This is an optimization exercise on Yosys and OpenROAD, whose aim is small area, not a production implementation. Function was checked by simulation only, so behaviour that the tests miss may differ from the original. The flow treats the clock pin as an ideal source, which a real chip does not have. Power figures rest on the tool's default switching activity, not on a simulated workload.

## RGB_YCbCr
module RGB_YCbCr #(
	parameter	DSIZE	= 16,
	parameter	MSIZE	= 12
)(
	input				clock,
	input				invsync,
	input				inhsync,
	input				inde,
	input [DSIZE-1:0]	inR,
	input [DSIZE-1:0]	inG,
	input [DSIZE-1:0]	inB,
	output				outvsync,
	output				outhsync,
	output				outde,
	output[DSIZE-1:0]	outY,
	output[DSIZE-1:0]	outCb,
	output[DSIZE-1:0]	outCr
);
For scale: about 750 cells after synthesis, about 160 flip-flops.
==> flow/config.mk <==
export PLATFORM = sky130hd
export DESIGN_NAME = RGB_YCbCr
export DESIGN_NICKNAME = RGB_YCbCr
export VERILOG_FILES = /design/flow/design.v
export SDC_FILE = /design/flow/constraint.sdc
export NUM_CORES = 4
export LEC_CHECK = 0
export CAP_MARGIN = 20
export CORE_MARGIN = 2
export CORE_UTILIZATION = 60
export GPL_TIMING_DRIVEN = 0
export PLACE_DENSITY = 0.75
export SLEW_MARGIN = 20
export SYNTH_HIERARCHICAL = 1
export SYNTH_MINIMUM_KEEP_SIZE = 0
==> flow/constraint.sdc <==
create_clock -name core_clock -period 7.0 [get_ports {clock}]
set_input_delay 1.4000 -clock core_clock [delete_from_list [all_inputs] [get_ports {clock}]]
set_output_delay 1.4000 -clock core_clock [all_outputs]
set_load 0.01 [all_outputs]
standard.sh (not shown) runs the stock make flow with config.mk's settings and CLKGATE_MAP_FILE= SYNTH_SCRIPT=/design/flow/synth_recipe.tcl, a recipe that flattens the netlist after the stock synthesis.
==> flow/flow/run.sh <==
#!/bin/bash
# Own layout flow: the standard layout (standard.sh), unchanged synthesis, with:
#  - after synthesis, each maj3_2 cell is swapped for maj3_1 (same function, smaller);
#  - ports are buffered with the smallest buffer (buf_1) instead of clkdlybuf4s50_1;
#  - clock tree synthesis uses small clock buffers and inserts no dummy loads.
# Tool logs go to orfs/logs as in the standard flow; make's output to synth.log / flow.log.
set -euo pipefail
cd "$(dirname "$0")/.."
export BUFFER_PORTS_ARGS="-buffer_cell sky130_fd_sc_hd__buf_1"
export CTS_ARGS="-sink_clustering_enable -repair_clock_nets -dont_use_dummy_load -buf_list {sky130_fd_sc_hd__clkbuf_4} -sink_clustering_size 8 -sink_clustering_max_diameter 40"
bash standard.sh synth > synth.log 2>&1
R=orfs/results/${FLOW_PLATFORM:-sky130hd}/RGB_YCbCr/base
sed -i 's/sky130_fd_sc_hd__maj3_2 /sky130_fd_sc_hd__maj3_1 /' $R/1_2_yosys.v
rm -f $R/1_synth.odb $R/1_synth.sdc
bash standard.sh > flow.log 2>&1
Next try:
--- a/flow/flow/run.sh
+++ b/flow/flow/run.sh
@@ -9,3 +9,3 @@
 export BUFFER_PORTS_ARGS="-buffer_cell sky130_fd_sc_hd__buf_1"
-export CTS_ARGS="-sink_clustering_enable -repair_clock_nets -dont_use_dummy_load -buf_list {sky130_fd_sc_hd__clkbuf_4} -sink_clustering_size 8 -sink_clustering_max_diameter 40"
+export CTS_ARGS="-sink_clustering_enable -repair_clock_nets -dont_use_dummy_load -buf_list {sky130_fd_sc_hd__clkbuf_4 sky130_fd_sc_hd__clkbuf_8}"
 bash standard.sh synth > synth.log 2>&1
Settings changed: CORE_UTILIZATION 60 to 40, PLACE_DENSITY 0.75 to unset, SETUP_SLACK_MARGIN set to -0.15.
The changed run produced a clean layout.
Worst hold slack hardly moves.
Power goes up by 4.3%.
Design area goes up by 1.9%.
Routed wire length goes down by 1.2%.
Final cell count goes up by 11%.
Sequential cell count is unchanged.
Global-route usage goes down by 9.2 points.
Next try:
--- a/flow/flow/run.sh
+++ b/flow/flow/run.sh
@@ -4,3 +4,4 @@
 #  - ports are buffered with the smallest buffer (buf_1) instead of clkdlybuf4s50_1;
-#  - clock tree synthesis uses small clock buffers and inserts no dummy loads.
+#  - clock tree synthesis uses clkbuf_4 and inserts no dummy loads; after it, clock buffers
+#    that drive a slow edge are upsized (flow/post_cts.tcl).
 # Tool logs go to orfs/logs as in the standard flow; make's output to synth.log / flow.log.
@@ -9,3 +10,4 @@
 export BUFFER_PORTS_ARGS="-buffer_cell sky130_fd_sc_hd__buf_1"
-export CTS_ARGS="-sink_clustering_enable -repair_clock_nets -dont_use_dummy_load -buf_list {sky130_fd_sc_hd__clkbuf_4 sky130_fd_sc_hd__clkbuf_8}"
+export CTS_ARGS="-sink_clustering_enable -repair_clock_nets -dont_use_dummy_load -buf_list {sky130_fd_sc_hd__clkbuf_4}"
+export POST_CTS_TCL="$(pwd)/flow/post_cts.tcl"
 bash standard.sh synth > synth.log 2>&1
==> flow/flow/post_cts.tcl (new file) <==
# Sourced by ORFS at the end of clock tree synthesis (POST_CTS_TCL): a clock buffer whose
# sinks see a slow clock edge is swapped for the next larger clock buffer, then the
# placement is legalised again.
estimate_parasitics -placement
set upsized 0
foreach net [get_nets clknet_*] {
  set maxs 0
  set drv ""
  foreach pin [get_pins -of_objects $net] {
    if {[get_property $pin direction] == "output"} {
      set drv [get_property $pin instance]
      continue
    }
    set s [get_property $pin slew_max]
    if {$s > $maxs} { set maxs $s }
  }
  if {$drv != "" && $maxs > 0.095 && [get_property $drv ref_name] == "sky130_fd_sc_hd__clkbuf_4"} {
    replace_cell $drv sky130_fd_sc_hd__clkbuf_8
    incr upsized
  }
}
puts "post_cts: upsized $upsized clock buffers"
if {$upsized > 0} {
  detailed_placement
  check_placement -verbose
  estimate_parasitics -placement
}
Settings changed: SETUP_SLACK_MARGIN -0.15 to unset.
Effect: The changed run died in 4_1_cts; synthesized cell count is unchanged; synthesized area is unchanged.

* * *

RGB_YCbCr again, from the RTL that the note above started with.
export LEC_CHECK = 0
export CAP_MARGIN = 20
export CORE_MARGIN = 2
export CORE_UTILIZATION = 40
export GPL_TIMING_DRIVEN = 0
export SLEW_MARGIN = 20
export SYNTH_HIERARCHICAL = 1
export SYNTH_MINIMUM_KEEP_SIZE = 0
create_clock -name core_clock -period 7.0 [get_ports {clock}]
==> flow/flow/run.sh <==
#!/bin/bash
# Own layout flow: the standard layout (standard.sh), unchanged synthesis, with:
#  - after synthesis, each maj3_2 cell is swapped for maj3_1 (same function, smaller);
#  - ports are buffered with the smallest buffer (buf_1) instead of clkdlybuf4s50_1;
#  - clock tree synthesis uses small clock buffers and inserts no dummy loads.
# Tool logs go to orfs/logs as in the standard flow; make's output to synth.log / flow.log.
set -euo pipefail
cd "$(dirname "$0")/.."
export BUFFER_PORTS_ARGS="-buffer_cell sky130_fd_sc_hd__buf_1"
export CTS_ARGS="-sink_clustering_enable -repair_clock_nets -dont_use_dummy_load -buf_list {sky130_fd_sc_hd__clkbuf_4 sky130_fd_sc_hd__clkbuf_8}"
bash standard.sh synth > synth.log 2>&1
R=orfs/results/${FLOW_PLATFORM:-sky130hd}/RGB_YCbCr/base
sed -i 's/sky130_fd_sc_hd__maj3_2 /sky130_fd_sc_hd__maj3_1 /' $R/1_2_yosys.v
rm -f $R/1_synth.odb $R/1_synth.sdc
bash standard.sh > flow.log 2>&1
==> next run, changes <==
CORE_UTILIZATION = 60   (was 40)
PLACE_DENSITY = 0.75   (was not set)
Effect: The changed run passed the timing, DRC and antenna checks; cell area went down by 0.88%; first-iteration DRC count increases by 38%; global-route usage increases by 9.2 points; die area decreases by 33%; sequential power hardly moves; worst hold slack improved by 3.6 ps; wire length goes up by 1.6%; flip-flop and latch count is unchanged; area after synthesis does not change.

-- static timing again, ports no longer ideal --
How much do the figures lean on ideal ports? The routed layouts below were timed once more, with nothing changed but the port constraints.
Step 1, drivers: a clkbuf_16 drives clock and a buf_2 each remaining input, both assumed.
Step 2 moves the port delays by t, midway between the first and last clock arrival at a register: inputs arrive t later, outputs are due t later. That takes back most of the time a late clock gives input paths.
Slacks: no drivers / after step 1 / after step 2; pairs: no drivers / after step 1.
| run | t, ns | setup slack, ns | worst hold slack (ns) | pins driven straight from the clock port |
|---|---|---|---|---|
| the first run of note 1 | 0.557 | 0.298 / 0.298 / -0.156 | 0.306 / 0.306 / 0.306 | 1 |
| the second run of note 1 | 0.484 | 0.145 / 0.145 / -0.177 | 0.306 / 0.306 / 0.306 | 1 |
| the first run of note 2 | 0.485 | 0.271 / 0.271 / -0.177 | 0.306 / 0.306 / 0.306 | 1 |
| the second run of note 2 | 0.476 | 0.274 / 0.274 / -0.160 | 0.309 / 0.309 / 0.309 | 1 |
Met with ideal ports but missed after step 2: setup timing in every run listed. For the first run of note 1, which loses most, drivers alone change the setup slack by 0.000 ns; drivers and shift together by -0.454 ns.
